Source: an optimization exercise on an open RTL-to-GDS flow (aim: small area and a short achievable clock period). Production flows keep margins and buffers that such runs may drop. In this exercise RTL edits were held to simulation tests only and were not proved equivalent to the original. Power is estimated from default activity; no workload was simulated.

$ cat flow/flow/run.sh
#!/bin/bash
# The standard layout, with three changes: the port buffers are the
# smallest buffer (buf_1) instead of the default; after floorplan every
# logic cell is set to its smallest drive strength (flow/downsize.tcl);
# after placement the cells on the critical paths are sized up again
# (flow/size.tcl).
set -euo pipefail
here=$(pwd)
export BUFFER_PORTS_ARGS="-buffer_cell sky130_fd_sc_hd__buf_1"
export POST_FLOORPLAN_TCL="$here/flow/downsize.tcl"
export POST_RESIZE_TCL="$here/flow/size.tcl"
bash standard.sh > "$here/flow_standard.log" 2>&1
$ cat flow/flow/downsize.tcl
# Hook run after floorplan: set every logic cell to its smallest drive
# strength where that is smaller. Synthesis maps each gate on its own and
# picks stronger cells than the loads need; flow/size.tcl then upsizes
# the cells that timing needs, once the cells are placed.
set db [ord::get_db]
set n 0
foreach inst [[ord::get_db_block] getInsts] {
  set master [$inst getMaster]
  set name [$master getName]
  if {[regexp {^(sky130_fd_sc_hd__[a-z0-9]+)_([0-9]+)$} $name -> base size] && $size > 1} {
    set small [$db findMaster ${base}_1]
    if {$small ne "NULL"
        && [$small getWidth] * [$small getHeight] < [$master getWidth] * [$master getHeight]} {
      $inst swapMaster $small
      incr n
    }
  }
}
puts "downsize: $n cells set to drive strength 1"
$ cat flow/flow/size.tcl
# Hook run after placement and its design repair: give the drivers of the
# high-fanout nets on the request-to-grant paths a stronger cell.
set ::db [ord::get_db]
set ::block [ord::get_db_block]
proc size_driver {net_name size} {
  set net [$::block findNet $net_name]
  if {$net eq "NULL"} { puts "size: no net $net_name"; return }
  foreach iterm [$net getITerms] {
    if {[$iterm isOutputSignal]} {
      set inst [$iterm getInst]
      set name [[$inst getMaster] getName]
      regexp {^(sky130_fd_sc_hd__[a-z0-9]+)_[0-9]+$} $name -> base
      set big [$::db findMaster ${base}_$size]
      if {$big ne "NULL"} {
        $inst swapMaster $big
        puts "size: $net_name driver [$inst getName] $name -> ${base}_$size"
      }
    }
  }
}
foreach g {0 1 2 3 4 5 6 7} {
  size_driver nz$g 4
  size_driver a$g 2
}
size_driver nhap 4
size_driver nanyg 4
size_driver sp1 2
foreach n {h12 h34 h56} { size_driver $n 2 }
foreach n {sp2 sp3 sp4 sp5 sp6 sp7} { size_driver $n 4 }
foreach n {m12 m34 m56} { size_driver $n 2 }
foreach g {0 1 2 3 4 5 6 7} { size_driver eqm$g 2 }
foreach n {kr0 kr1 kr2} { size_driver $n 4 }
# the flip-flops of the pointer row bits drive the row decode
foreach inst [$::block getInsts] {
  if {[regexp {^nk\\?\[[345]\\?\]\$_DFF} [$inst getName]]} {
    set name [[$inst getMaster] getName]
    regexp {^(sky130_fd_sc_hd__[a-z0-9]+)_[0-9]+$} $name -> base
    $inst swapMaster [$::db findMaster ${base}_4]
    puts "size: [$inst getName] $name -> ${base}_4"
  }
}
$ cat flow/standard.sh
#!/bin/bash
# synth_recipe.tcl (not shown) runs the flow's synth.tcl, then flattens the netlist and writes it again
# the make line also repeats each setting of config.mk as NAME=value (left out here)
make -C /OpenROAD-flow-scripts/flow DESIGN_CONFIG=/design/flow/config.mk WORK_HOME=/design/flow/orfs CLKGATE_MAP_FILE= SYNTH_SCRIPT=/design/flow/synth_recipe.tcl "${@:-finish}"
$ cat flow/config.mk
export PLATFORM = sky130hd
export DESIGN_NAME = arbiter_rr
export DESIGN_NICKNAME = arbiter_rr
export VERILOG_FILES = /design/flow/design.v
export SDC_FILE = /design/flow/constraint.sdc
export NUM_CORES = 4
export LEC_CHECK = 0
export CAP_MARGIN = 20
export CORE_MARGIN = 2
export CORE_UTILIZATION = 40
export CTS_BUF_LIST = sky130_fd_sc_hd__clkbuf_2
export SETUP_SLACK_MARGIN = 0.3
export SLEW_MARGIN = 20
export SYNTH_HIERARCHICAL = 1
export SYNTH_MINIMUM_KEEP_SIZE = 0
$ cat flow/constraint.sdc
create_clock -name core_clock -period 6.5 [get_ports {clk}]
set_input_delay 1.3000 -clock core_clock [delete_from_list [all_inputs] [get_ports {clk}]]
set_output_delay 1.3000 -clock core_clock [all_outputs]
set_load 0.01 [all_outputs]
$ cat flow/design.v
module arb_a21o (input a1, a2, b1, output y);
    assign y = a1 & a2 | b1;
endmodule
module arb_a21oi (input a1, a2, b1, output y);
    assign y = ~(a1 & a2 | b1);
endmodule
module arb_a22oi (input a1, a2, b1, b2, output y);
    assign y = ~(a1 & a2 | b1 & b2);
endmodule
module arb_a32o (input a1, a2, a3, b1, b2, output y);
    assign y = a1 & a2 & a3 | b1 & b2;
endmodule
module arb_a41oi (input a1, a2, a3, a4, b1, output y);
    assign y = ~(a1 & a2 & a3 & a4 | b1);
endmodule
module arb_and2 (input a, b, output y);
    assign y = a & b;
endmodule
module arb_and2b (input an, b, output y);
    assign y = ~an & b;
endmodule
module arb_and3 (input a, b, c, output y);
    assign y = a & b & c;
endmodule
module arb_and3b (input an, b, c, output y);
    assign y = ~an & b & c;
endmodule
module arb_and4 (input a, b, c, d, output y);
    assign y = a & b & c & d;
endmodule
module arb_and4b (input an, b, c, d, output y);
    assign y = ~an & b & c & d;
endmodule
module arb_inv (input a, output y);
    assign y = ~a;
endmodule
module arb_nand2 (input a, b, output y);
    assign y = ~(a & b);
endmodule
module arb_nand2b (input an, b, output y);
    assign y = ~(~an & b);
endmodule
module arb_nand3 (input a, b, c, output y);
    assign y = ~(a & b & c);
endmodule
module arb_nand4 (input a, b, c, d, output y);
    assign y = ~(a & b & c & d);
endmodule
module arb_nand4b (input an, b, c, d, output y);
    assign y = ~(~an & b & c & d);
endmodule
module arb_nor2 (input a, b, output y);
    assign y = ~(a | b);
endmodule
module arb_nor2b (input a, bn, output y);
    assign y = ~a & bn;
endmodule
module arb_nor3 (input a, b, c, output y);
    assign y = ~(a | b | c);
endmodule
module arb_nor4 (input a, b, c, d, output y);
    assign y = ~(a | b | c | d);
endmodule
module arb_o21a (input a1, a2, b1, output y);
    assign y = (a1 | a2) & b1;
endmodule
module arb_o21ai (input a1, a2, b1, output y);
    assign y = ~((a1 | a2) & b1);
endmodule
module arbiter_rr #(
    parameter WIDTH = 64
)(
    input               clk,
    input               rst,
    input   [WIDTH-1:0] req,
    output  [WIDTH-1:0] grant
);
    reg  [5:0] nk;
    wire [5:0] nkn;
    wire a0;
    wire a1;
    wire a2;
    wire a3;
    wire a4;
    wire a5;
    wire a6;
    wire a7;
    wire anyr;
    wire cw1_a;
    wire cw1_b;
    wire cw2_a;
    wire cw2_b;
    wire cw3_a;
    wire cw3_b;
    wire cw4_a;
    wire cw4_b;
    wire cw5_a;
    wire cw5_b;
    wire cw6_a;
    wire cw6_b;
    wire cw7_a;
    wire cw7_b;
    wire eq0;
    wire eq1;
    wire eq2;
    wire eq3;
    wire eq4;
    wire eq5;
    wire eq6;
    wire eq7;
    wire eqm0;
    wire eqm1;
    wire eqm2;
    wire eqm3;
    wire eqm4;
    wire eqm5;
    wire eqm6;
    wire eqm7;
    wire gt2;
    wire gt3;
    wire gt5;
    wire gt6;
    wire gt7;
    wire h12;
    wire h34;
    wire h56;
    wire hap;
    wire kc2;
    wire kr0;
    wire kr1;
    wire kr2;
    wire le1;
    wire le2;
    wire le3;
    wire le5;
    wire le6;
    wire le7;
    wire m12;
    wire m34;
    wire m56;
    wire na03;
    wire na47;
    wire nag1;
    wire nag2;
    wire nag3;
    wire nag4;
    wire nag5;
    wire nag6;
    wire nag7;
    wire nanyg;
    wire nhap;
    wire nk1;
    wire nk2;
    wire nk3;
    wire nk4;
    wire nk5;
    wire nk6;
    wire nk7;
    wire npa1;
    wire npa2;
    wire npa3;
    wire npa4;
    wire npa5;
    wire npa6;
    wire npa7;
    wire npg3;
    wire npg4;
    wire npg5;
    wire npg6;
    wire npg7;
    wire nq0;
    wire nq1;
    wire nq2;
    wire nq3;
    wire nrw1;
    wire nrw2;
    wire nrw3;
    wire nrw4;
    wire nrw5;
    wire nrw6;
    wire nrw7;
    wire ntl1;
    wire ntl2;
    wire ntl3;
    wire ntl5;
    wire ntl6;
    wire ntl7;
    wire nwc0;
    wire nwc1;
    wire nwc2;
    wire nwr0;
    wire nwr1;
    wire nwr2;
    wire nz0;
    wire nz1;
    wire nz2;
    wire nz3;
    wire nz4;
    wire nz5;
    wire nz6;
    wire nz7;
    wire pa4;
    wire pa46;
    wire px1_0;
    wire px1_1;
    wire px1_2;
    wire px1_3;
    wire px2_0;
    wire px2_1;
    wire px2_2;
    wire px2_3;
    wire px3_0;
    wire px3_1;
    wire px3_2;
    wire px3_3;
    wire px4_0;
    wire px4_1;
    wire px4_2;
    wire px4_3;
    wire px5_0;
    wire px5_1;
    wire px5_2;
    wire px5_3;
    wire px6_0;
    wire px6_1;
    wire px6_2;
    wire px6_3;
    wire px7_0;
    wire px7_1;
    wire px7_2;
    wire px7_3;
    wire r0_n23;
    wire r0_n45;
    wire r0_n67;
    wire r0_nl1;
    wire r0_nl2;
    wire r0_nl3;
    wire r0_nl4;
    wire r0_nl5;
    wire r0_nl6;
    wire r0_nl7;
    wire r0_o4;
    wire r1_n23;
    wire r1_n45;
    wire r1_n67;
    wire r1_nl1;
    wire r1_nl2;
    wire r1_nl3;
    wire r1_nl4;
    wire r1_nl5;
    wire r1_nl6;
    wire r1_nl7;
    wire r1_o4;
    wire r2_n23;
    wire r2_n45;
    wire r2_n67;
    wire r2_nl1;
    wire r2_nl2;
    wire r2_nl3;
    wire r2_nl4;
    wire r2_nl5;
    wire r2_nl6;
    wire r2_nl7;
    wire r2_o4;
    wire r3_n23;
    wire r3_n45;
    wire r3_n67;
    wire r3_nl1;
    wire r3_nl2;
    wire r3_nl3;
    wire r3_nl4;
    wire r3_nl5;
    wire r3_nl6;
    wire r3_nl7;
    wire r3_o4;
    wire r4_n23;
    wire r4_n45;
    wire r4_n67;
    wire r4_nl1;
    wire r4_nl2;
    wire r4_nl3;
    wire r4_nl4;
    wire r4_nl5;
    wire r4_nl6;
    wire r4_nl7;
    wire r4_o4;
    wire r5_n23;
    wire r5_n45;
    wire r5_n67;
    wire r5_nl1;
    wire r5_nl2;
    wire r5_nl3;
    wire r5_nl4;
    wire r5_nl5;
    wire r5_nl6;
    wire r5_nl7;
    wire r5_o4;
    wire r6_n23;
    wire r6_n45;
    wire r6_n67;
    wire r6_nl1;
    wire r6_nl2;
    wire r6_nl3;
    wire r6_nl4;
    wire r6_nl5;
    wire r6_nl6;
    wire r6_nl7;
    wire r6_o4;
    wire r7_n23;
    wire r7_n45;
    wire r7_n67;
    wire r7_nl1;
    wire r7_nl2;
    wire r7_nl3;
    wire r7_nl4;
    wire r7_nl5;
    wire r7_nl6;
    wire r7_nl7;
    wire r7_o4;
    wire rh1;
    wire rh2;
    wire rh3;
    wire rh4;
    wire rh5;
    wire rh6;
    wire rh7;
    wire s12;
    wire s123;
    wire s1234;
    wire s34;
    wire s45;
    wire s456;
    wire s567;
    wire sp1;
    wire sp2;
    wire sp3;
    wire sp4;
    wire sp5;
    wire sp6;
    wire sp7;
    wire t23;
    wire t45;
    wire wc0_a;
    wire wc0_b;
    wire wc1_a;
    wire wc1_b;
    wire wc2_a;
    wire wc2_b;
    arb_inv u1 (.a(nk[3]), .y(kr0));
    arb_inv u2 (.a(nk[4]), .y(kr1));
    arb_inv u3 (.a(nk[5]), .y(kr2));
    arb_inv u4 (.a(nk[2]), .y(kc2));
    arb_nand2 u5 (.a(nk[4]), .b(nk[3]), .y(nq0));
    arb_nand2 u6 (.a(nk[4]), .b(kr0), .y(nq1));
    arb_nand2 u7 (.a(kr1), .b(nk[3]), .y(nq2));
    arb_nand2 u8 (.a(kr1), .b(kr0), .y(nq3));
    arb_nor2 u9 (.a(nq0), .b(kr2), .y(eq0));
    arb_nor2 u10 (.a(nq0), .b(kr2), .y(eqm0));
    arb_nor2 u11 (.a(nq1), .b(kr2), .y(eq1));
    arb_nor2 u12 (.a(nq1), .b(kr2), .y(eqm1));
    arb_nor2 u13 (.a(nq2), .b(kr2), .y(eq2));
    arb_nor2 u14 (.a(nq2), .b(kr2), .y(eqm2));
    arb_nor2 u15 (.a(nq3), .b(kr2), .y(eq3));
    arb_nor2 u16 (.a(nq3), .b(kr2), .y(eqm3));
    arb_nor2 u17 (.a(nq0), .b(nk[5]), .y(eq4));
    arb_nor2 u18 (.a(nq0), .b(nk[5]), .y(eqm4));
    arb_nor2 u19 (.a(nq1), .b(nk[5]), .y(eq5));
    arb_nor2 u20 (.a(nq1), .b(nk[5]), .y(eqm5));
    arb_nor2 u21 (.a(nq2), .b(nk[5]), .y(eq6));
    arb_nor2 u22 (.a(nq2), .b(nk[5]), .y(eqm6));
    arb_nor2 u23 (.a(nq3), .b(nk[5]), .y(eq7));
    arb_nor2 u24 (.a(nq3), .b(nk[5]), .y(eqm7));
    arb_nor2 u25 (.a(kr2), .b(kr1), .y(gt2));
    arb_a21oi u26 (.a1(kr1), .a2(kr0), .b1(kr2), .y(gt3));
    arb_o21ai u27 (.a1(kr1), .a2(kr0), .b1(kr2), .y(gt5));
    arb_nand2 u28 (.a(kr2), .b(kr1), .y(gt6));
    arb_nand3 u29 (.a(kr2), .b(kr1), .c(kr0), .y(gt7));
    arb_nand3 u30 (.a(nk[5]), .b(nk[4]), .c(nk[3]), .y(le1));
    arb_nand2 u31 (.a(nk[5]), .b(nk[4]), .y(le2));
    arb_o21ai u32 (.a1(nk[4]), .a2(nk[3]), .b1(nk[5]), .y(le3));
    arb_a21oi u33 (.a1(nk[4]), .a2(nk[3]), .b1(nk[5]), .y(le5));
    arb_nor2 u34 (.a(nk[5]), .b(nk[4]), .y(le6));
    arb_nor3 u35 (.a(nk[5]), .b(nk[4]), .c(nk[3]), .y(le7));
    arb_nand3 u36 (.a(nk[2]), .b(nk[1]), .c(nk[0]), .y(ntl1));
    arb_nand2 u37 (.a(nk[2]), .b(nk[1]), .y(ntl2));
    arb_o21ai u38 (.a1(nk[1]), .a2(nk[0]), .b1(nk[2]), .y(ntl3));
    arb_a21oi u39 (.a1(nk[1]), .a2(nk[0]), .b1(nk[2]), .y(ntl5));
    arb_nor2 u40 (.a(nk[2]), .b(nk[1]), .y(ntl6));
    arb_nor3 u41 (.a(nk[2]), .b(nk[1]), .c(nk[0]), .y(ntl7));
    arb_inv u42 (.a(req[0]), .y(r0_nl1));
    arb_nor2 u43 (.a(req[0]), .b(req[1]), .y(r0_nl2));
    arb_nor3 u44 (.a(req[0]), .b(req[1]), .c(req[2]), .y(r0_nl3));
    arb_nor2 u45 (.a(req[2]), .b(req[3]), .y(r0_n23));
    arb_nand2 u46 (.a(r0_nl2), .b(r0_n23), .y(r0_o4));
    arb_inv u47 (.a(r0_o4), .y(r0_nl4));
    arb_nor2 u48 (.a(r0_o4), .b(req[4]), .y(r0_nl5));
    arb_nor3 u49 (.a(r0_o4), .b(req[4]), .c(req[5]), .y(r0_nl6));
    arb_nor4 u50 (.a(r0_o4), .b(req[4]), .c(req[5]), .d(req[6]), .y(r0_nl7));
    arb_nor2 u51 (.a(req[4]), .b(req[5]), .y(r0_n45));
    arb_nor2 u52 (.a(req[6]), .b(req[7]), .y(r0_n67));
    arb_nand4 u53 (.a(r0_nl2), .b(r0_n23), .c(r0_n45), .d(r0_n67), .y(a0));
    arb_inv u54 (.a(req[8]), .y(r1_nl1));
    arb_nor2 u55 (.a(req[8]), .b(req[9]), .y(r1_nl2));
    arb_nor3 u56 (.a(req[8]), .b(req[9]), .c(req[10]), .y(r1_nl3));
    arb_nor2 u57 (.a(req[10]), .b(req[11]), .y(r1_n23));
    arb_nand2 u58 (.a(r1_nl2), .b(r1_n23), .y(r1_o4));
    arb_inv u59 (.a(r1_o4), .y(r1_nl4));
    arb_nor2 u60 (.a(r1_o4), .b(req[12]), .y(r1_nl5));
    arb_nor3 u61 (.a(r1_o4), .b(req[12]), .c(req[13]), .y(r1_nl6));
    arb_nor4 u62 (.a(r1_o4), .b(req[12]), .c(req[13]), .d(req[14]), .y(r1_nl7));
    arb_nor2 u63 (.a(req[12]), .b(req[13]), .y(r1_n45));
    arb_nor2 u64 (.a(req[14]), .b(req[15]), .y(r1_n67));
    arb_nand4 u65 (.a(r1_nl2), .b(r1_n23), .c(r1_n45), .d(r1_n67), .y(a1));
    arb_inv u66 (.a(req[16]), .y(r2_nl1));
    arb_nor2 u67 (.a(req[16]), .b(req[17]), .y(r2_nl2));
    arb_nor3 u68 (.a(req[16]), .b(req[17]), .c(req[18]), .y(r2_nl3));
    arb_nor2 u69 (.a(req[18]), .b(req[19]), .y(r2_n23));
    arb_nand2 u70 (.a(r2_nl2), .b(r2_n23), .y(r2_o4));
    arb_inv u71 (.a(r2_o4), .y(r2_nl4));
    arb_nor2 u72 (.a(r2_o4), .b(req[20]), .y(r2_nl5));
    arb_nor3 u73 (.a(r2_o4), .b(req[20]), .c(req[21]), .y(r2_nl6));
    arb_nor4 u74 (.a(r2_o4), .b(req[20]), .c(req[21]), .d(req[22]), .y(r2_nl7));
    arb_nor2 u75 (.a(req[20]), .b(req[21]), .y(r2_n45));
    arb_nor2 u76 (.a(req[22]), .b(req[23]), .y(r2_n67));
    arb_nand4 u77 (.a(r2_nl2), .b(r2_n23), .c(r2_n45), .d(r2_n67), .y(a2));
    arb_inv u78 (.a(req[24]), .y(r3_nl1));
    arb_nor2 u79 (.a(req[24]), .b(req[25]), .y(r3_nl2));
    arb_nor3 u80 (.a(req[24]), .b(req[25]), .c(req[26]), .y(r3_nl3));
    arb_nor2 u81 (.a(req[26]), .b(req[27]), .y(r3_n23));
    arb_nand2 u82 (.a(r3_nl2), .b(r3_n23), .y(r3_o4));
    arb_inv u83 (.a(r3_o4), .y(r3_nl4));
    arb_nor2 u84 (.a(r3_o4), .b(req[28]), .y(r3_nl5));
    arb_nor3 u85 (.a(r3_o4), .b(req[28]), .c(req[29]), .y(r3_nl6));
    arb_nor4 u86 (.a(r3_o4), .b(req[28]), .c(req[29]), .d(req[30]), .y(r3_nl7));
    arb_nor2 u87 (.a(req[28]), .b(req[29]), .y(r3_n45));
    arb_nor2 u88 (.a(req[30]), .b(req[31]), .y(r3_n67));
    arb_nand4 u89 (.a(r3_nl2), .b(r3_n23), .c(r3_n45), .d(r3_n67), .y(a3));
    arb_inv u90 (.a(req[32]), .y(r4_nl1));
    arb_nor2 u91 (.a(req[32]), .b(req[33]), .y(r4_nl2));
    arb_nor3 u92 (.a(req[32]), .b(req[33]), .c(req[34]), .y(r4_nl3));
    arb_nor2 u93 (.a(req[34]), .b(req[35]), .y(r4_n23));
    arb_nand2 u94 (.a(r4_nl2), .b(r4_n23), .y(r4_o4));
    arb_inv u95 (.a(r4_o4), .y(r4_nl4));
    arb_nor2 u96 (.a(r4_o4), .b(req[36]), .y(r4_nl5));
    arb_nor3 u97 (.a(r4_o4), .b(req[36]), .c(req[37]), .y(r4_nl6));
    arb_nor4 u98 (.a(r4_o4), .b(req[36]), .c(req[37]), .d(req[38]), .y(r4_nl7));
    arb_nor2 u99 (.a(req[36]), .b(req[37]), .y(r4_n45));
    arb_nor2 u100 (.a(req[38]), .b(req[39]), .y(r4_n67));
    arb_nand4 u101 (.a(r4_nl2), .b(r4_n23), .c(r4_n45), .d(r4_n67), .y(a4));
    arb_inv u102 (.a(req[40]), .y(r5_nl1));
    arb_nor2 u103 (.a(req[40]), .b(req[41]), .y(r5_nl2));
    arb_nor3 u104 (.a(req[40]), .b(req[41]), .c(req[42]), .y(r5_nl3));
    arb_nor2 u105 (.a(req[42]), .b(req[43]), .y(r5_n23));
    arb_nand2 u106 (.a(r5_nl2), .b(r5_n23), .y(r5_o4));
    arb_inv u107 (.a(r5_o4), .y(r5_nl4));
    arb_nor2 u108 (.a(r5_o4), .b(req[44]), .y(r5_nl5));
    arb_nor3 u109 (.a(r5_o4), .b(req[44]), .c(req[45]), .y(r5_nl6));
    arb_nor4 u110 (.a(r5_o4), .b(req[44]), .c(req[45]), .d(req[46]), .y(r5_nl7));
    arb_nor2 u111 (.a(req[44]), .b(req[45]), .y(r5_n45));
    arb_nor2 u112 (.a(req[46]), .b(req[47]), .y(r5_n67));
    arb_nand4 u113 (.a(r5_nl2), .b(r5_n23), .c(r5_n45), .d(r5_n67), .y(a5));
    arb_inv u114 (.a(req[48]), .y(r6_nl1));
    arb_nor2 u115 (.a(req[48]), .b(req[49]), .y(r6_nl2));
    arb_nor3 u116 (.a(req[48]), .b(req[49]), .c(req[50]), .y(r6_nl3));
    arb_nor2 u117 (.a(req[50]), .b(req[51]), .y(r6_n23));
    arb_nand2 u118 (.a(r6_nl2), .b(r6_n23), .y(r6_o4));
    arb_inv u119 (.a(r6_o4), .y(r6_nl4));
    arb_nor2 u120 (.a(r6_o4), .b(req[52]), .y(r6_nl5));
    arb_nor3 u121 (.a(r6_o4), .b(req[52]), .c(req[53]), .y(r6_nl6));
    arb_nor4 u122 (.a(r6_o4), .b(req[52]), .c(req[53]), .d(req[54]), .y(r6_nl7));
    arb_nor2 u123 (.a(req[52]), .b(req[53]), .y(r6_n45));
    arb_nor2 u124 (.a(req[54]), .b(req[55]), .y(r6_n67));
    arb_nand4 u125 (.a(r6_nl2), .b(r6_n23), .c(r6_n45), .d(r6_n67), .y(a6));
    arb_inv u126 (.a(req[56]), .y(r7_nl1));
    arb_nor2 u127 (.a(req[56]), .b(req[57]), .y(r7_nl2));
    arb_nor3 u128 (.a(req[56]), .b(req[57]), .c(req[58]), .y(r7_nl3));
    arb_nor2 u129 (.a(req[58]), .b(req[59]), .y(r7_n23));
    arb_nand2 u130 (.a(r7_nl2), .b(r7_n23), .y(r7_o4));
    arb_inv u131 (.a(r7_o4), .y(r7_nl4));
    arb_nor2 u132 (.a(r7_o4), .b(req[60]), .y(r7_nl5));
    arb_nor3 u133 (.a(r7_o4), .b(req[60]), .c(req[61]), .y(r7_nl6));
    arb_nor4 u134 (.a(r7_o4), .b(req[60]), .c(req[61]), .d(req[62]), .y(r7_nl7));
    arb_nor2 u135 (.a(req[60]), .b(req[61]), .y(r7_n45));
    arb_nor2 u136 (.a(req[62]), .b(req[63]), .y(r7_n67));
    arb_nand4 u137 (.a(r7_nl2), .b(r7_n23), .c(r7_n45), .d(r7_n67), .y(a7));
    arb_a22oi u138 (.a1(eqm0), .a2(req[1]), .b1(eqm1), .b2(req[9]), .y(px1_0));
    arb_a22oi u139 (.a1(eqm2), .a2(req[17]), .b1(eqm3), .b2(req[25]), .y(px1_1));
    arb_a22oi u140 (.a1(eqm4), .a2(req[33]), .b1(eqm5), .b2(req[41]), .y(px1_2));
    arb_a22oi u141 (.a1(eqm6), .a2(req[49]), .b1(eqm7), .b2(req[57]), .y(px1_3));
    arb_a41oi u142 (.a1(px1_0), .a2(px1_1), .a3(px1_2), .a4(px1_3), .b1(ntl1), .y(rh1));
    arb_a22oi u143 (.a1(eqm0), .a2(req[2]), .b1(eqm1), .b2(req[10]), .y(px2_0));
    arb_a22oi u144 (.a1(eqm2), .a2(req[18]), .b1(eqm3), .b2(req[26]), .y(px2_1));
    arb_a22oi u145 (.a1(eqm4), .a2(req[34]), .b1(eqm5), .b2(req[42]), .y(px2_2));
    arb_a22oi u146 (.a1(eqm6), .a2(req[50]), .b1(eqm7), .b2(req[58]), .y(px2_3));
    arb_a41oi u147 (.a1(px2_0), .a2(px2_1), .a3(px2_2), .a4(px2_3), .b1(ntl2), .y(rh2));
    arb_a22oi u148 (.a1(eqm0), .a2(req[3]), .b1(eqm1), .b2(req[11]), .y(px3_0));
    arb_a22oi u149 (.a1(eqm2), .a2(req[19]), .b1(eqm3), .b2(req[27]), .y(px3_1));
    arb_a22oi u150 (.a1(eqm4), .a2(req[35]), .b1(eqm5), .b2(req[43]), .y(px3_2));
    arb_a22oi u151 (.a1(eqm6), .a2(req[51]), .b1(eqm7), .b2(req[59]), .y(px3_3));
    arb_a41oi u152 (.a1(px3_0), .a2(px3_1), .a3(px3_2), .a4(px3_3), .b1(ntl3), .y(rh3));
    arb_a22oi u153 (.a1(eqm0), .a2(req[4]), .b1(eqm1), .b2(req[12]), .y(px4_0));
    arb_a22oi u154 (.a1(eqm2), .a2(req[20]), .b1(eqm3), .b2(req[28]), .y(px4_1));
    arb_a22oi u155 (.a1(eqm4), .a2(req[36]), .b1(eqm5), .b2(req[44]), .y(px4_2));
    arb_a22oi u156 (.a1(eqm6), .a2(req[52]), .b1(eqm7), .b2(req[60]), .y(px4_3));
    arb_a41oi u157 (.a1(px4_0), .a2(px4_1), .a3(px4_2), .a4(px4_3), .b1(kc2), .y(rh4));
    arb_a22oi u158 (.a1(eqm0), .a2(req[5]), .b1(eqm1), .b2(req[13]), .y(px5_0));
    arb_a22oi u159 (.a1(eqm2), .a2(req[21]), .b1(eqm3), .b2(req[29]), .y(px5_1));
    arb_a22oi u160 (.a1(eqm4), .a2(req[37]), .b1(eqm5), .b2(req[45]), .y(px5_2));
    arb_a22oi u161 (.a1(eqm6), .a2(req[53]), .b1(eqm7), .b2(req[61]), .y(px5_3));
    arb_a41oi u162 (.a1(px5_0), .a2(px5_1), .a3(px5_2), .a4(px5_3), .b1(ntl5), .y(rh5));
    arb_a22oi u163 (.a1(eqm0), .a2(req[6]), .b1(eqm1), .b2(req[14]), .y(px6_0));
    arb_a22oi u164 (.a1(eqm2), .a2(req[22]), .b1(eqm3), .b2(req[30]), .y(px6_1));
    arb_a22oi u165 (.a1(eqm4), .a2(req[38]), .b1(eqm5), .b2(req[46]), .y(px6_2));
    arb_a22oi u166 (.a1(eqm6), .a2(req[54]), .b1(eqm7), .b2(req[62]), .y(px6_3));
    arb_a41oi u167 (.a1(px6_0), .a2(px6_1), .a3(px6_2), .a4(px6_3), .b1(ntl6), .y(rh6));
    arb_a22oi u168 (.a1(eqm0), .a2(req[7]), .b1(eqm1), .b2(req[15]), .y(px7_0));
    arb_a22oi u169 (.a1(eqm2), .a2(req[23]), .b1(eqm3), .b2(req[31]), .y(px7_1));
    arb_a22oi u170 (.a1(eqm4), .a2(req[39]), .b1(eqm5), .b2(req[47]), .y(px7_2));
    arb_a22oi u171 (.a1(eqm6), .a2(req[55]), .b1(eqm7), .b2(req[63]), .y(px7_3));
    arb_a41oi u172 (.a1(px7_0), .a2(px7_1), .a3(px7_2), .a4(px7_3), .b1(ntl7), .y(rh7));
    arb_a41oi u173 (.a1(px1_0), .a2(px1_1), .a3(px1_2), .a4(px1_3), .b1(ntl1), .y(sp1));
    arb_nor2 u174 (.a(rh1), .b(rh2), .y(m12));
    arb_nor2 u175 (.a(rh3), .b(rh4), .y(m34));
    arb_nor2 u176 (.a(rh5), .b(rh6), .y(m56));
    arb_and2b u177 (.an(rh1), .b(rh2), .y(sp2));
    arb_and2 u178 (.a(rh3), .b(m12), .y(sp3));
    arb_and3b u179 (.an(rh3), .b(rh4), .c(m12), .y(sp4));
    arb_and3 u180 (.a(rh5), .b(m12), .c(m34), .y(sp5));
    arb_and4b u181 (.an(rh5), .b(rh6), .c(m12), .d(m34), .y(sp6));
    arb_and4 u182 (.a(rh7), .b(m12), .c(m34), .d(m56), .y(sp7));
    arb_nand4b u183 (.an(rh7), .b(m12), .c(m34), .d(m56), .y(hap));
    arb_nor2 u184 (.a(rh1), .b(rh2), .y(h12));
    arb_nor2 u185 (.a(rh3), .b(rh4), .y(h34));
    arb_nor2 u186 (.a(rh5), .b(rh6), .y(h56));
    arb_and4b u187 (.an(rh7), .b(h12), .c(h34), .d(h56), .y(nhap));
    arb_nand2 u188 (.a(a1), .b(eq0), .y(nag1));
    arb_nand2 u189 (.a(a2), .b(gt2), .y(nag2));
    arb_nand2 u190 (.a(a3), .b(gt3), .y(nag3));
    arb_nand2 u191 (.a(a4), .b(nk[5]), .y(nag4));
    arb_nand2 u192 (.a(a5), .b(gt5), .y(nag5));
    arb_nand2 u193 (.a(a6), .b(gt6), .y(nag6));
    arb_nand2 u194 (.a(a7), .b(gt7), .y(nag7));
    arb_nand2 u195 (.a(nag1), .b(nag2), .y(s12));
    arb_nand3 u196 (.a(nag1), .b(nag2), .c(nag3), .y(s123));
    arb_nand2 u197 (.a(nag3), .b(nag4), .y(s34));
    arb_nand2 u198 (.a(nag4), .b(nag5), .y(s45));
    arb_nand3 u199 (.a(nag4), .b(nag5), .c(nag6), .y(s456));
    arb_nand4 u200 (.a(nag1), .b(nag2), .c(nag3), .d(nag4), .y(s1234));
    arb_nand3 u201 (.a(nag5), .b(nag6), .c(nag7), .y(s567));
    arb_inv u202 (.a(s12), .y(npg3));
    arb_inv u203 (.a(s123), .y(npg4));
    arb_nor2 u204 (.a(s12), .b(s34), .y(npg5));
    arb_nor2 u205 (.a(s123), .b(s45), .y(npg6));
    arb_nor2 u206 (.a(s123), .b(s456), .y(npg7));
    arb_nor2 u207 (.a(s1234), .b(s567), .y(nanyg));
    arb_inv u208 (.a(a0), .y(npa1));
    arb_nor2 u209 (.a(a0), .b(a1), .y(npa2));
    arb_nor3 u210 (.a(a0), .b(a1), .c(a2), .y(npa3));
    arb_nor2 u211 (.a(a2), .b(a3), .y(t23));
    arb_nand2 u212 (.a(npa2), .b(t23), .y(pa4));
    arb_inv u213 (.a(pa4), .y(npa4));
    arb_nor2 u214 (.a(pa4), .b(a4), .y(npa5));
    arb_nor2 u215 (.a(a4), .b(a5), .y(t45));
    arb_nor2b u216 (.a(pa4), .bn(t45), .y(npa6));
    arb_nand2b u217 (.an(a6), .b(t45), .y(pa46));
    arb_nor2 u218 (.a(pa4), .b(pa46), .y(npa7));
    arb_a21o u219 (.a1(nanyg), .a2(npa1), .b1(eq0), .y(nk1));
    arb_a32o u220 (.a1(le2), .a2(nanyg), .a3(npa2), .b1(gt2), .b2(nag1), .y(nk2));
    arb_a32o u221 (.a1(le3), .a2(nanyg), .a3(npa3), .b1(gt3), .b2(npg3), .y(nk3));
    arb_a32o u222 (.a1(kr2), .a2(nanyg), .a3(npa4), .b1(nk[5]), .b2(npg4), .y(nk4));
    arb_a32o u223 (.a1(le5), .a2(nanyg), .a3(npa5), .b1(gt5), .b2(npg5), .y(nk5));
    arb_a32o u224 (.a1(le6), .a2(nanyg), .a3(npa6), .b1(gt6), .b2(npg6), .y(nk6));
    arb_a32o u225 (.a1(le7), .a2(nanyg), .a3(npa7), .b1(gt7), .b2(npg7), .y(nk7));
    arb_and2 u226 (.a(nhap), .b(nanyg), .y(nz0));
    arb_and2 u227 (.a(nhap), .b(nk1), .y(nz1));
    arb_and2 u228 (.a(nhap), .b(nk2), .y(nz2));
    arb_and2 u229 (.a(nhap), .b(nk3), .y(nz3));
    arb_and2 u230 (.a(nhap), .b(nk4), .y(nz4));
    arb_and2 u231 (.a(nhap), .b(nk5), .y(nz5));
    arb_and2 u232 (.a(nhap), .b(nk6), .y(nz6));
    arb_and2 u233 (.a(nhap), .b(nk7), .y(nz7));
    arb_and2 u234 (.a(req[0]), .b(nz0), .y(grant[0]));
    arb_a32o u235 (.a1(req[1]), .a2(r0_nl1), .a3(nz0), .b1(eq0), .b2(sp1), .y(grant[1]));
    arb_a32o u236 (.a1(req[2]), .a2(r0_nl2), .a3(nz0), .b1(eq0), .b2(sp2), .y(grant[2]));
    arb_a32o u237 (.a1(req[3]), .a2(r0_nl3), .a3(nz0), .b1(eq0), .b2(sp3), .y(grant[3]));
    arb_a32o u238 (.a1(req[4]), .a2(r0_nl4), .a3(nz0), .b1(eq0), .b2(sp4), .y(grant[4]));
    arb_a32o u239 (.a1(req[5]), .a2(r0_nl5), .a3(nz0), .b1(eq0), .b2(sp5), .y(grant[5]));
    arb_a32o u240 (.a1(req[6]), .a2(r0_nl6), .a3(nz0), .b1(eq0), .b2(sp6), .y(grant[6]));
    arb_a32o u241 (.a1(req[7]), .a2(r0_nl7), .a3(nz0), .b1(eq0), .b2(sp7), .y(grant[7]));
    arb_and2 u242 (.a(req[8]), .b(nz1), .y(grant[8]));
    arb_a32o u243 (.a1(req[9]), .a2(r1_nl1), .a3(nz1), .b1(eq1), .b2(sp1), .y(grant[9]));
    arb_a32o u244 (.a1(req[10]), .a2(r1_nl2), .a3(nz1), .b1(eq1), .b2(sp2), .y(grant[10]));
    arb_a32o u245 (.a1(req[11]), .a2(r1_nl3), .a3(nz1), .b1(eq1), .b2(sp3), .y(grant[11]));
    arb_a32o u246 (.a1(req[12]), .a2(r1_nl4), .a3(nz1), .b1(eq1), .b2(sp4), .y(grant[12]));
    arb_a32o u247 (.a1(req[13]), .a2(r1_nl5), .a3(nz1), .b1(eq1), .b2(sp5), .y(grant[13]));
    arb_a32o u248 (.a1(req[14]), .a2(r1_nl6), .a3(nz1), .b1(eq1), .b2(sp6), .y(grant[14]));
    arb_a32o u249 (.a1(req[15]), .a2(r1_nl7), .a3(nz1), .b1(eq1), .b2(sp7), .y(grant[15]));
    arb_and2 u250 (.a(req[16]), .b(nz2), .y(grant[16]));
    arb_a32o u251 (.a1(req[17]), .a2(r2_nl1), .a3(nz2), .b1(eq2), .b2(sp1), .y(grant[17]));
    arb_a32o u252 (.a1(req[18]), .a2(r2_nl2), .a3(nz2), .b1(eq2), .b2(sp2), .y(grant[18]));
    arb_a32o u253 (.a1(req[19]), .a2(r2_nl3), .a3(nz2), .b1(eq2), .b2(sp3), .y(grant[19]));
    arb_a32o u254 (.a1(req[20]), .a2(r2_nl4), .a3(nz2), .b1(eq2), .b2(sp4), .y(grant[20]));
    arb_a32o u255 (.a1(req[21]), .a2(r2_nl5), .a3(nz2), .b1(eq2), .b2(sp5), .y(grant[21]));
    arb_a32o u256 (.a1(req[22]), .a2(r2_nl6), .a3(nz2), .b1(eq2), .b2(sp6), .y(grant[22]));
    arb_a32o u257 (.a1(req[23]), .a2(r2_nl7), .a3(nz2), .b1(eq2), .b2(sp7), .y(grant[23]));
    arb_and2 u258 (.a(req[24]), .b(nz3), .y(grant[24]));
    arb_a32o u259 (.a1(req[25]), .a2(r3_nl1), .a3(nz3), .b1(eq3), .b2(sp1), .y(grant[25]));
    arb_a32o u260 (.a1(req[26]), .a2(r3_nl2), .a3(nz3), .b1(eq3), .b2(sp2), .y(grant[26]));
    arb_a32o u261 (.a1(req[27]), .a2(r3_nl3), .a3(nz3), .b1(eq3), .b2(sp3), .y(grant[27]));
    arb_a32o u262 (.a1(req[28]), .a2(r3_nl4), .a3(nz3), .b1(eq3), .b2(sp4), .y(grant[28]));
    arb_a32o u263 (.a1(req[29]), .a2(r3_nl5), .a3(nz3), .b1(eq3), .b2(sp5), .y(grant[29]));
    arb_a32o u264 (.a1(req[30]), .a2(r3_nl6), .a3(nz3), .b1(eq3), .b2(sp6), .y(grant[30]));
    arb_a32o u265 (.a1(req[31]), .a2(r3_nl7), .a3(nz3), .b1(eq3), .b2(sp7), .y(grant[31]));
    arb_and2 u266 (.a(req[32]), .b(nz4), .y(grant[32]));
    arb_a32o u267 (.a1(req[33]), .a2(r4_nl1), .a3(nz4), .b1(eq4), .b2(sp1), .y(grant[33]));
    arb_a32o u268 (.a1(req[34]), .a2(r4_nl2), .a3(nz4), .b1(eq4), .b2(sp2), .y(grant[34]));
    arb_a32o u269 (.a1(req[35]), .a2(r4_nl3), .a3(nz4), .b1(eq4), .b2(sp3), .y(grant[35]));
    arb_a32o u270 (.a1(req[36]), .a2(r4_nl4), .a3(nz4), .b1(eq4), .b2(sp4), .y(grant[36]));
    arb_a32o u271 (.a1(req[37]), .a2(r4_nl5), .a3(nz4), .b1(eq4), .b2(sp5), .y(grant[37]));
    arb_a32o u272 (.a1(req[38]), .a2(r4_nl6), .a3(nz4), .b1(eq4), .b2(sp6), .y(grant[38]));
    arb_a32o u273 (.a1(req[39]), .a2(r4_nl7), .a3(nz4), .b1(eq4), .b2(sp7), .y(grant[39]));
    arb_and2 u274 (.a(req[40]), .b(nz5), .y(grant[40]));
    arb_a32o u275 (.a1(req[41]), .a2(r5_nl1), .a3(nz5), .b1(eq5), .b2(sp1), .y(grant[41]));
    arb_a32o u276 (.a1(req[42]), .a2(r5_nl2), .a3(nz5), .b1(eq5), .b2(sp2), .y(grant[42]));
    arb_a32o u277 (.a1(req[43]), .a2(r5_nl3), .a3(nz5), .b1(eq5), .b2(sp3), .y(grant[43]));
    arb_a32o u278 (.a1(req[44]), .a2(r5_nl4), .a3(nz5), .b1(eq5), .b2(sp4), .y(grant[44]));
    arb_a32o u279 (.a1(req[45]), .a2(r5_nl5), .a3(nz5), .b1(eq5), .b2(sp5), .y(grant[45]));
    arb_a32o u280 (.a1(req[46]), .a2(r5_nl6), .a3(nz5), .b1(eq5), .b2(sp6), .y(grant[46]));
    arb_a32o u281 (.a1(req[47]), .a2(r5_nl7), .a3(nz5), .b1(eq5), .b2(sp7), .y(grant[47]));
    arb_and2 u282 (.a(req[48]), .b(nz6), .y(grant[48]));
    arb_a32o u283 (.a1(req[49]), .a2(r6_nl1), .a3(nz6), .b1(eq6), .b2(sp1), .y(grant[49]));
    arb_a32o u284 (.a1(req[50]), .a2(r6_nl2), .a3(nz6), .b1(eq6), .b2(sp2), .y(grant[50]));
    arb_a32o u285 (.a1(req[51]), .a2(r6_nl3), .a3(nz6), .b1(eq6), .b2(sp3), .y(grant[51]));
    arb_a32o u286 (.a1(req[52]), .a2(r6_nl4), .a3(nz6), .b1(eq6), .b2(sp4), .y(grant[52]));
    arb_a32o u287 (.a1(req[53]), .a2(r6_nl5), .a3(nz6), .b1(eq6), .b2(sp5), .y(grant[53]));
    arb_a32o u288 (.a1(req[54]), .a2(r6_nl6), .a3(nz6), .b1(eq6), .b2(sp6), .y(grant[54]));
    arb_a32o u289 (.a1(req[55]), .a2(r6_nl7), .a3(nz6), .b1(eq6), .b2(sp7), .y(grant[55]));
    arb_and2 u290 (.a(req[56]), .b(nz7), .y(grant[56]));
    arb_a32o u291 (.a1(req[57]), .a2(r7_nl1), .a3(nz7), .b1(eq7), .b2(sp1), .y(grant[57]));
    arb_a32o u292 (.a1(req[58]), .a2(r7_nl2), .a3(nz7), .b1(eq7), .b2(sp2), .y(grant[58]));
    arb_a32o u293 (.a1(req[59]), .a2(r7_nl3), .a3(nz7), .b1(eq7), .b2(sp3), .y(grant[59]));
    arb_a32o u294 (.a1(req[60]), .a2(r7_nl4), .a3(nz7), .b1(eq7), .b2(sp4), .y(grant[60]));
    arb_a32o u295 (.a1(req[61]), .a2(r7_nl5), .a3(nz7), .b1(eq7), .b2(sp5), .y(grant[61]));
    arb_a32o u296 (.a1(req[62]), .a2(r7_nl6), .a3(nz7), .b1(eq7), .b2(sp6), .y(grant[62]));
    arb_a32o u297 (.a1(req[63]), .a2(r7_nl7), .a3(nz7), .b1(eq7), .b2(sp7), .y(grant[63]));
    arb_a22oi u298 (.a1(a1), .a2(nz1), .b1(eq1), .b2(hap), .y(nrw1));
    arb_a22oi u299 (.a1(a2), .a2(nz2), .b1(eq2), .b2(hap), .y(nrw2));
    arb_a22oi u300 (.a1(a3), .a2(nz3), .b1(eq3), .b2(hap), .y(nrw3));
    arb_a22oi u301 (.a1(a4), .a2(nz4), .b1(eq4), .b2(hap), .y(nrw4));
    arb_a22oi u302 (.a1(a5), .a2(nz5), .b1(eq5), .b2(hap), .y(nrw5));
    arb_a22oi u303 (.a1(a6), .a2(nz6), .b1(eq6), .b2(hap), .y(nrw6));
    arb_a22oi u304 (.a1(a7), .a2(nz7), .b1(eq7), .b2(hap), .y(nrw7));
    arb_and4 u305 (.a(nrw1), .b(nrw3), .c(nrw5), .d(nrw7), .y(nwr0));
    arb_and4 u306 (.a(nrw2), .b(nrw3), .c(nrw6), .d(nrw7), .y(nwr1));
    arb_and4 u307 (.a(nrw4), .b(nrw5), .c(nrw6), .d(nrw7), .y(nwr2));
    arb_nor4 u308 (.a(grant[1]), .b(grant[9]), .c(grant[17]), .d(grant[25]), .y(cw1_a));
    arb_nor4 u309 (.a(grant[33]), .b(grant[41]), .c(grant[49]), .d(grant[57]), .y(cw1_b));
    arb_nor4 u310 (.a(grant[2]), .b(grant[10]), .c(grant[18]), .d(grant[26]), .y(cw2_a));
    arb_nor4 u311 (.a(grant[34]), .b(grant[42]), .c(grant[50]), .d(grant[58]), .y(cw2_b));
    arb_nor4 u312 (.a(grant[3]), .b(grant[11]), .c(grant[19]), .d(grant[27]), .y(cw3_a));
    arb_nor4 u313 (.a(grant[35]), .b(grant[43]), .c(grant[51]), .d(grant[59]), .y(cw3_b));
    arb_nor4 u314 (.a(grant[4]), .b(grant[12]), .c(grant[20]), .d(grant[28]), .y(cw4_a));
    arb_nor4 u315 (.a(grant[36]), .b(grant[44]), .c(grant[52]), .d(grant[60]), .y(cw4_b));
    arb_nor4 u316 (.a(grant[5]), .b(grant[13]), .c(grant[21]), .d(grant[29]), .y(cw5_a));
    arb_nor4 u317 (.a(grant[37]), .b(grant[45]), .c(grant[53]), .d(grant[61]), .y(cw5_b));
    arb_nor4 u318 (.a(grant[6]), .b(grant[14]), .c(grant[22]), .d(grant[30]), .y(cw6_a));
    arb_nor4 u319 (.a(grant[38]), .b(grant[46]), .c(grant[54]), .d(grant[62]), .y(cw6_b));
    arb_nor4 u320 (.a(grant[7]), .b(grant[15]), .c(grant[23]), .d(grant[31]), .y(cw7_a));
    arb_nor4 u321 (.a(grant[39]), .b(grant[47]), .c(grant[55]), .d(grant[63]), .y(cw7_b));
    arb_nand4 u322 (.a(cw1_a), .b(cw1_b), .c(cw3_a), .d(cw3_b), .y(wc0_a));
    arb_nand4 u323 (.a(cw5_a), .b(cw5_b), .c(cw7_a), .d(cw7_b), .y(wc0_b));
    arb_nor2 u324 (.a(wc0_a), .b(wc0_b), .y(nwc0));
    arb_nand4 u325 (.a(cw2_a), .b(cw2_b), .c(cw3_a), .d(cw3_b), .y(wc1_a));
    arb_nand4 u326 (.a(cw6_a), .b(cw6_b), .c(cw7_a), .d(cw7_b), .y(wc1_b));
    arb_nor2 u327 (.a(wc1_a), .b(wc1_b), .y(nwc1));
    arb_nand4 u328 (.a(cw4_a), .b(cw4_b), .c(cw5_a), .d(cw5_b), .y(wc2_a));
    arb_nand4 u329 (.a(cw6_a), .b(cw6_b), .c(cw7_a), .d(cw7_b), .y(wc2_b));
    arb_nor2 u330 (.a(wc2_a), .b(wc2_b), .y(nwc2));
    arb_nor4 u331 (.a(a0), .b(a1), .c(a2), .d(a3), .y(na03));
    arb_nor4 u332 (.a(a4), .b(a5), .c(a6), .d(a7), .y(na47));
    arb_nand2 u333 (.a(na03), .b(na47), .y(anyr));
    arb_o21a u334 (.a1(anyr), .a2(nk[0]), .b1(nwc0), .y(nkn[0]));
    arb_o21a u335 (.a1(anyr), .a2(nk[3]), .b1(nwr0), .y(nkn[3]));
    arb_o21a u336 (.a1(anyr), .a2(nk[1]), .b1(nwc1), .y(nkn[1]));
    arb_o21a u337 (.a1(anyr), .a2(nk[4]), .b1(nwr1), .y(nkn[4]));
    arb_o21a u338 (.a1(anyr), .a2(nk[2]), .b1(nwc2), .y(nkn[2]));
    arb_o21a u339 (.a1(anyr), .a2(nk[5]), .b1(nwr2), .y(nkn[5]));
    always @(posedge clk or negedge rst) begin
        if (!rst)
            nk <= 6'd0;
        else
            nk <= nkn;
    end
endmodule
==> run summary, run 1 <==
Outcome:
- The flow ran to the end and the layout has no timing, DRC or antenna violations.

Global route:
- The wire length of the first global-routing pass is 17,400 µm.
- The number of antenna violations at the first check in global routing came to 0.
- Entering global routing, the biggest net connects 18 pins.
- The global route total overflow is 0.
- In the global route stage, overall resource usage came out at 0.288.
- The via count of the first global-routing pass is 3,296.

Worst hold path:
- The path with the worst hold slack has its endpoint at nk[0].
- The cell count of the worst hold path is 1.
- The worst min-delay path category is register to register.
- In this run the most critical hold path is launched from nk[0].

STA:
- The number of setup violations in the final report is 0.
- On the final layout, the worst hold slack is 620 ps.
- After layout, the minimum clock period comes to 4630 ps.
- On the final layout, the worst clock skew is 8.20 ps.
- The final worst-path setup slack is 1870 ps.
- For the pin with the worst max-slew slack, the measured transition is 702 ps.
- The number of hold violations in the final report is 0.
- The worst pin sits at a relative slew slack of 0.530.
- Setup total negative slack on the finished layout was measured at 0 ps.
- Of the available clock period, the critical path in the final layout requires 0.712.
- Timing would allow up to 216 MHz.
- The number of pins exceeding their max-slew limit in the final report came to 0.
- Setup repair after global routing left no endpoint under its margin.

Drt:
- For this block, the via count after detailed routing is 3,821.
- In this run the remaining antenna-violating nets after routing total 0.
- The first detailed-routing pass took 6 iterations.
- After detailed routing, the number of vias per cell comes to 6.86.
- The routed wire length is 11,600 µm.
- After detailed routing, the number of remaining DRC violations is 0.
- The wire length per cell after detailed routing is 20.8 µm.
- The number of DRC violations after detailed-routing iteration 0 is 315.

Layout:
- The finished cells cover 3010 µm².
- In the final layout, the registers with the most flip-flops are nk x6.
- From synthesis to final layout, the design area changed by 9.68%.
- The repair_antennas step left the layout with diodes totalling 0.
- The flip-flop count of the largest register after layout is 6.
- The most common library cell in the layout ignoring fill and taps is sky130_fd_sc_hd__buf_1.
- Summing all multi-input logic gate instances after layout gives 2140 µm².
- Counting the fill cells in the layout gives 743.
- The net total in the final layout is 544.
- Ranked by flip-flop count, first place goes to nk.
- The top cell types in the final layout, fill and taps aside, are sky130_fd_sc_hd__buf_1 (129), sky130_fd_sc_hd__nor2_1 (62), sky130_fd_sc_hd__a32o_1 (62).
- In the final layout, flip-flops and latches occupy 161 µm².
- The share of layout cells above drive strength 1 is 0.103.

Logic synthesis:
- The synthesized netlist contains 23 unique library cells.
- In the synthesized netlist, the number of instances is 344.
- Summing every instance area after synthesis gives 2740 µm².
- Counting flops with an async set or reset pin after synthesis yields a share of 1.00.
- The fraction of the yosys area taken by sequential cells is 0.0548.
- The Yosys warning count is 7.
- Averaged over all synthesized cells, the footprint is 7.97 µm².
- The flip-flop and latch count after synthesis is 6.
- The prevailing post-synth register cell is sky130_fd_sc_hd__dfrtp_1.
- The number of nets in the synthesized netlist is 410.
- The number of enable flip-flop cells after synthesis is 0.

Power and ir drop:
- The analysis attributes to net switching a power of 725 µW.
- The clock group share of total power is 0.027.
- The peak ir drop on the vdd network is 133 µV.
- Of the total power, registers draw 0.104.
- In this run the static leakage power is 1.04 nW.
- The internal power component is 439 µW.
- The fraction of power consumed by combinational cells is 0.869.
- In this run the power density over the cells is 387 nW/µm².
- The share of total power consumed by net switching is 0.623.
- The total power after layout is 1.16 mW.

Clock tree:
- The maximum level of the CTS H-tree is 1.
- At the later pin of the worst-skew pair, clock insertion delay measures 230 ps.
- The number of clock sinks is 6.
- The tree is rooted in a sky130_fd_sc_hd__clkbuf_2.
- The number of hold buffers added after CTS was 0.
- TritonCTS created 3 clock buffers.
- After clock tree synthesis, the setup repair step added 0 buffers.
- The TritonCTS clock tree is built.
- Counting along the longest clock path gives a buffer depth of 2.
- Clock-pin slew was measured on the worst setup and hold paths at 60 ps.
- The number of gates resized after cts is 0.

Placement:
- The congestion estimate from routability-driven global placement came to 0.999.
- The total half-perimeter wirelength after legalization and detailed placement is 9390 µm.
- The placed instance area is 2990 µm².
- The port buffer count is 129.
- At the placement stage, the worst setup path has a slack of 1980 ps.

Setup path:
- The type of the setup path with the least slack is input pin to output pin.
- The most critical setup path has its startpoint at req[33].
- The arrival time at the worst endpoint is 3330 ps.
- The startpoint type of the worst setup path is an input pin.
- The register-to-register setup slack is 2570 ps.
- The required time reported for the critical path endpoint is 5200 ps.
- The type of element capturing the critical path is an output pin.
- The depth of the most critical reg-to-reg path is 13.
- The critical register-to-register path startpoint is nk[3].
- The endpoint identified for the worst register-to-register timing path is nk[2].
- In this run the worst path has a maximum fanout of 9.

Die:
- The top-level port count is 130.
- The initial utilization of the core area, before any placement, comes to 0.408.
- From bottom edge to top edge, the die measures 86.8 µm.
- The floorplan has 30 rows.
- The die outline area is 7530 µm².
- The die extent in x is 86.8 µm.
- The region available for standard cell placement spans 6720 µm².

Run:
- The number of max-cap violations is 0.
## per-module statistics from Yosys, one instance, submodules excluded, a selection
module,flops+latches,cells inside
arb_nor3,0,1
arb_a41oi,0,1
arb_a32o,0,1
arb_nor4,0,1
arb_o21a,0,1
arb_and3b,0,1
arb_nand3,0,1
arb_nor2,0,1
arb_nor2b,0,1
arb_and4,0,1
arb_a21o,0,1
arb_and3,0,1
arb_nand4b,0,1
## cell families (layout without fill, tap and decap cells)
kind of cell           count (synthesis)  in the layout  synth area share
AOI/OAI and AO/OA                    118            118             0.468
buffers and inverters                 24            157            0.0329
DFF                                    6              6            0.0548
and+or+nand+nor                      196            196             0.445
## per-layer routing
layer,wire (µm),up-vias,GRT usage,share of wire
met5,0,-,0,0
met4,339,0,0.0710,0.029
met3,1550,33,0.0543,0.13
met2,4990,322,0.455,0.43
met1,4700,1769,0.403,0.41
li1,-,1697,-,-
## final cells by class
class,instances,share of cell area
Timing Repair Buffer,129,0.161
Sequential cell,6,0.0537
Tap cell,80,0.0333
Inverter,24,0.0325
Clock buffer,4,0.00666
Multi-Input combinational cell,314,0.713
## worst max-delay path by stage
stage / to
after global placement: grant[37]
final: grant[46]
after detailed placement: grant[46]
after CTS: grant[46]
after floorplan: grant[33]
after global routing: grant[46]
## synth_stat cells, types with 4 or more instances
cell                      instances  area (µm²)
sky130_fd_sc_hd__a22oi_2         35         438
sky130_fd_sc_hd__a32o_1          62         621
sky130_fd_sc_hd__a41oi_2          8         130
sky130_fd_sc_hd__and2_1          17         106
sky130_fd_sc_hd__and4_1           4        35.0
sky130_fd_sc_hd__dfrtp_1          6         150
sky130_fd_sc_hd__inv_1           24        90.1
sky130_fd_sc_hd__nand2_1         27         101
sky130_fd_sc_hd__nand3_1          5        25.0
sky130_fd_sc_hd__nand4_1         15        93.8
sky130_fd_sc_hd__nor2_1          77         289
sky130_fd_sc_hd__nor3_2          19         190
sky130_fd_sc_hd__nor4_2          24         300
sky130_fd_sc_hd__o21a_1           6        45.0
## through the flow
stage / utilization / cells
6_report: 0.447 / 557
5_1_grt: 0.447 / 557
4_1_cts: 0.447 / 557
3_5_place_dp: 0.445 / 553
3_3_place_gp: 0.420 / 553
2_1_floorplan: - / 344
## power groups by stage
stage / logic (mW) / clock network (mW) / registers (mW)
after global routing: 1.07 / 0.0346 / 0.125
after global placement: 0.880 / 0 / 0.108
after detailed placement: 0.978 / 0 / 0.121
after floorplan: 0.720 / 0 / 0.0985
after CTS: 0.983 / 0.0328 / 0.120
final: 1.01 / 0.0315 / 0.121
## critical path, stage by stage
cell	delay (ps)
sky130_fd_sc_hd__buf_1	140
sky130_fd_sc_hd__nor2_1	260
sky130_fd_sc_hd__nand4_2	230
sky130_fd_sc_hd__nand2_1	190
sky130_fd_sc_hd__nand4_1	160
sky130_fd_sc_hd__nor2_4	220
sky130_fd_sc_hd__a32o_1	200
sky130_fd_sc_hd__and2_4	220
sky130_fd_sc_hd__a32o_1	230
sky130_fd_sc_hd__buf_1	170
==> inputs of run 2 (changes only) <==
--- a/flow/config.mk
+++ b/flow/config.mk
@@ -9,3 +9,3 @@
 export CORE_MARGIN = 2
-export CORE_UTILIZATION = 40
+export CORE_UTILIZATION = 60
 export CTS_BUF_LIST = sky130_fd_sc_hd__clkbuf_2
==> run summary, run 2 <==
Logic synthesis:
- The Yosys warning count was 7 (unchanged).
- The post-synthesis async set-or-reset flop share is 1.00 (unchanged).
- The flip-flop and latch count after synthesis is 6 (unchanged).
- The gate count of the mapped netlist came to 344 (unchanged).
- The area share of the leading cell type in the synthesized netlist was 0.226 (unchanged).
- The cell area after synthesis was 2740 µm² (unchanged).
- The mean cell area of the mapped netlist is 7.97 µm² (unchanged).
- After synthesis, the cell types taking the most area are sky130_fd_sc_hd__a32o_1 (23%), sky130_fd_sc_hd__a22oi_2 (16%), sky130_fd_sc_hd__nor4_2 (11%).
- The number of nets in the synthesized netlist is 410 (unchanged).
- The biggest area contributor in the post-synthesis netlist is sky130_fd_sc_hd__a32o_1.
- The fraction of the yosys area taken by sequential cells was 0.0548 (unchanged).
- Among all cell types in the netlist, the one instantiated most often is sky130_fd_sc_hd__nor2_1.
- The prevailing post-synth register cell is sky130_fd_sc_hd__dfrtp_1.
- In the synthesized netlist, the cells that appear most often are sky130_fd_sc_hd__nor2_1 (77), sky130_fd_sc_hd__a32o_1 (62), sky130_fd_sc_hd__a22oi_2 (35).
- The number of distinct standard cells referenced by the synthesized netlist is 23 (unchanged).
- The number of enable flip-flop cells after synthesis is 0 (unchanged).

Clock tree:
- The later-pin clock latency in the skew report was 270 ps (+40 ps).
- The TritonCTS clock tree is built.
- The number of gates resized after cts came to 0 (unchanged).
- The maximum level of the CTS H-tree came to 1 (unchanged).
- The cell chosen for the clock root is sky130_fd_sc_hd__clkbuf_2.
- The maximum clock path buffer count is 2 (unchanged).
- The number of hold buffers added after CTS is 0 (unchanged).
- The number of clock sinks is 6 (unchanged).
- The number of CTS-inserted buffers is 3 (unchanged).
- The number of buffers added for setup after CTS is 0 (unchanged).
- The clock-pin slew of the registers on the worst-case setup and hold paths is 50 ps (about the same).

Setup path:
- The register-to-register setup slack is 2560 ps (about the same).
- The startpoint type of the worst setup path is an input pin.
- The setup path with the least slack is of type input pin to output pin.
- The depth of the most critical reg-to-reg path was 13 (unchanged).
- The required time reported for the critical path endpoint is 5200 ps (about the same).
- The worst setup path is captured at an output pin.
- The largest fanout on the critical path is 9 (unchanged).
- The startpoint identified for the worst register-to-register timing path is nk[3].
- The reg-to-reg endpoint is nk[2].
- The arrival time at the worst endpoint is 3340 ps (about the same).

STA:
- The relative max-transition margin came to 0.508 (-0.0217).
- The final setup TNS came to 0 ps (unchanged).
- The worst-case hold slack is 646 ps (+25.5 ps).
- The fraction of the cycle the final worst path needs is 0.714 (+0.00177).
- The number of pins exceeding their max-slew limit in the final report is 0 (unchanged).
- The worst clock skew is 30.8 ps (+22.6 ps).
- The final worst-path setup slack is 1860 ps (-11.5 ps).
- The pin slew with the least headroom to its limit is 731 ps (+28.4 ps).
- The shortest clock period the worst path allows after layout is 4640 ps (+11.5 ps).
- The number of setup violations in the final report came to 0 (unchanged).
- Setup repair after global routing left no endpoint under its margin.
- The number of hold violations in the final report is 0 (unchanged).
- The top achievable clock speed is 216 MHz (-0.25%).

Drt:
- The remaining antenna violation count after routing is 0 (unchanged).
- The detailed-route vias per instance is 7.42 (+8.1%).
- The routed wire length is 11,000 µm (-4.6%).
- The number of DRC violations after detailed-routing iteration 0 is 604 (+92%).
- Signal routing reaches up to met4.
- The met1 layer wirelength in the final routing is 4040 µm (-14%).
- The wire length on met3 is 1620 µm (+4.3%).
- The routed via count is 3,924 (+2.7%).
- The wire length on met2 is 4820 µm (-3.4%).
- The number of search-and-repair iterations in the first detailed-routing pass is 6 (unchanged).
- The number of DRC violations after detailed routing is 0 (unchanged).
- The wire length per cell after detailed routing is 20.9 µm (+0.49%).

Layout:
- The net total in the final layout was 544 (unchanged).
- The largest registers in the layout are nk x6.
- The share of layout cells above drive strength 1 was 0.103 (unchanged).
- The library cells used most frequently in the layout, excluding fill and tap cells, are sky130_fd_sc_hd__buf_1 (129), sky130_fd_sc_hd__nor2_1 (62), sky130_fd_sc_hd__a32o_1 (62).
- The number of standard cells in the final layout excluding fillers was 529 (-5.0%).
- More flip-flops sit in one register than any other, and that register is nk.
- The area growth from synthesis to layout is 8.40%.
- The library cell used most frequently in the layout, excluding fill and tap cells, is sky130_fd_sc_hd__buf_1.
- The number of antenna cells inserted is 0 (unchanged).
- The flip-flop count of the largest register after layout is 6 (unchanged).
- The final cell area excluding filler cells is 2970 µm² (-1.2%).
- The end-of-flow core utilization is 0.678 (+0.230).

Power and ir drop:
- The total power after layout is 1.18 mW (+1.8%).
- The peak ir drop on the vdd network is 337 µV (+150%).
- The power density over cell area is 399 nW/µm² (+3.0%).
- The static leakage is 1.04 nW (unchanged).

Placement:
- The count of placed standard cells including taps is 525 (-5.1%).
- The total half-perimeter wirelength after legalization and detailed placement is 8800 µm (-6.3%).
- The placed instance area was 2950 µm² (-1.2%).
- The port buffer count is 129 (unchanged).
- The post-place setup slack was 1950 ps (-28.6 ps).
- The final RePlAce weighted congestion is 1.06 (+5.8%).

Global route:
- The number of antenna violations at the first check in global routing is 0 (unchanged).
- The largest net degree at the start of global routing is 18 (unchanged).
- The global route total overflow was 0 (unchanged).
- The wire length of the first global-routing pass is 16,800 µm (-3.0%).
- The via count of the first global-routing pass is 3,463 (+5.1%).
- The overall routing resource usage is 0.413 (+0.125).

Die:
- The placeable core area is 4380 µm² (-35%).
- The vertical extent of the die came to 71.6 µm (-18%).
- The row count is 24 (-20%).
- The initial core utilization is 0.625 (+0.217).
- The die outline area is 5130 µm² (-32%).
- The top-level port count is 130 (unchanged).
- The die extent in x is 71.6 µm (-18%).

Run:
- The number of max-cap violations came to 0 (unchanged).

Worst hold path:
- The cell count of the worst hold path was 1 (unchanged).
- The source of the worst hold timing path is nk[0].
- The worst min-delay path endpoint is nk[0].
- The worst min-delay path category is register to register.

Outcome:
- The run finished with no timing, DRC or antenna violations.
==> run 2: area by class of cell <==
class                           instances  area, µm²
Multi-Input combinational cell        314       2140
Fill cell                             435       1410
Timing Repair Buffer                  129        484
Sequential cell                         6        161
Inverter                               24       97.6
Tap cell                               52       65.1
Clock buffer                            4       20.0
==> run 2: critical path, cell delays in order <==
cell                      delay [ps]
sky130_fd_sc_hd__buf_1           130
sky130_fd_sc_hd__nor2_1          250
sky130_fd_sc_hd__nand4_2         240
sky130_fd_sc_hd__nand2_1         210
sky130_fd_sc_hd__nand4_1         170
sky130_fd_sc_hd__nor2_4          220
sky130_fd_sc_hd__a32o_1          210
sky130_fd_sc_hd__and2_4          210
sky130_fd_sc_hd__a32o_1          240
sky130_fd_sc_hd__buf_1           170
==> run 2: worst max path at each step <==
stage	endpoint	slack, ps	start
2_1_floorplan	grant[33]	2230	req[9]
3_3_place_gp	grant[23]	1460	req[33]
3_5_place_dp	grant[51]	1950	req[33]
4_1_cts	grant[51]	1940	req[33]
5_1_grt	grant[51]	1760	req[33]
6_report	grant[42]	1860	req[33]
==> run 2: metal layers <==
layer / up-vias / GRT usage
li1: 1698 / -
met1: 1777 / 0.524
met2: 385 / 0.665
met3: 64 / 0.0816
met4: 0 / 0.210
met5: - / 0
==> run 2: report_power, final <==
part	switching [mW]	internal, mW	leakage (nW)
Combinational	0.672	0.356	0.957
Sequential	0.0554	0.0671	0.0629
Clock	0.0182	0.0162	0.0166
Total	0.745	0.439	1.04
==> run 2: kinds of logic after synthesis <==
logic type	count (synthesis)	share of synthesized area
AOI/OAI and AO/OA	118	0.468
buffers and inverters	24	0.0329
DFF	6	0.0548
and+or+nand+nor	196	0.445
==> run 2: modules after synthesis, one instance, submodules excluded, a selection <==
module	cells	flops+latches
arb_nand3	1	0
arb_nor2	1	0
arb_and3b	1	0
arb_inv	1	0
arb_nand4b	1	0
arb_nor4	1	0
arb_a41oi	1	0
arb_nor3	1	0
arb_and4	1	0
arb_a22oi	1	0
arb_o21a	1	0
arb_nand2	1	0
arb_and3	1	0
arb_nor2b	1	0
arb_o21ai	1	0

-- port drivers added, routing unchanged --
The flow's constraints put no driver on any port. The routed layouts listed below were extracted and timed again, unchanged, in two steps. Step 1: set_driving_cell puts a clkbuf_16 on clk and a buf_2 on each other input, an assumption about the parent block. Step 2 adds t to the input delays and takes it off the output delays; t is the mean of the earliest and latest rising clock arrival at the registers after step 1. Input paths then give back, and output paths get back, about the clock's delay inside the block. Slacks: ideal / step 1 / step 2; pairs: ideal / step 1.
run	t, ns	setup slack, ns	clock arrival spread, ns	slew at the worst register clock pin (ns)
run 1	0.246	1.873 / 1.852 / 1.852	0.008 / 0.008	0.07 / 0.07
run 2	0.279	1.861 / 1.841 / 1.841	0.031 / 0.031	0.09 / 0.09
After both steps setup and hold are still met in every run listed. For run 1, which loses most, drivers alone change the setup slack by -0.021 ns; drivers and shift together by -0.021 ns.
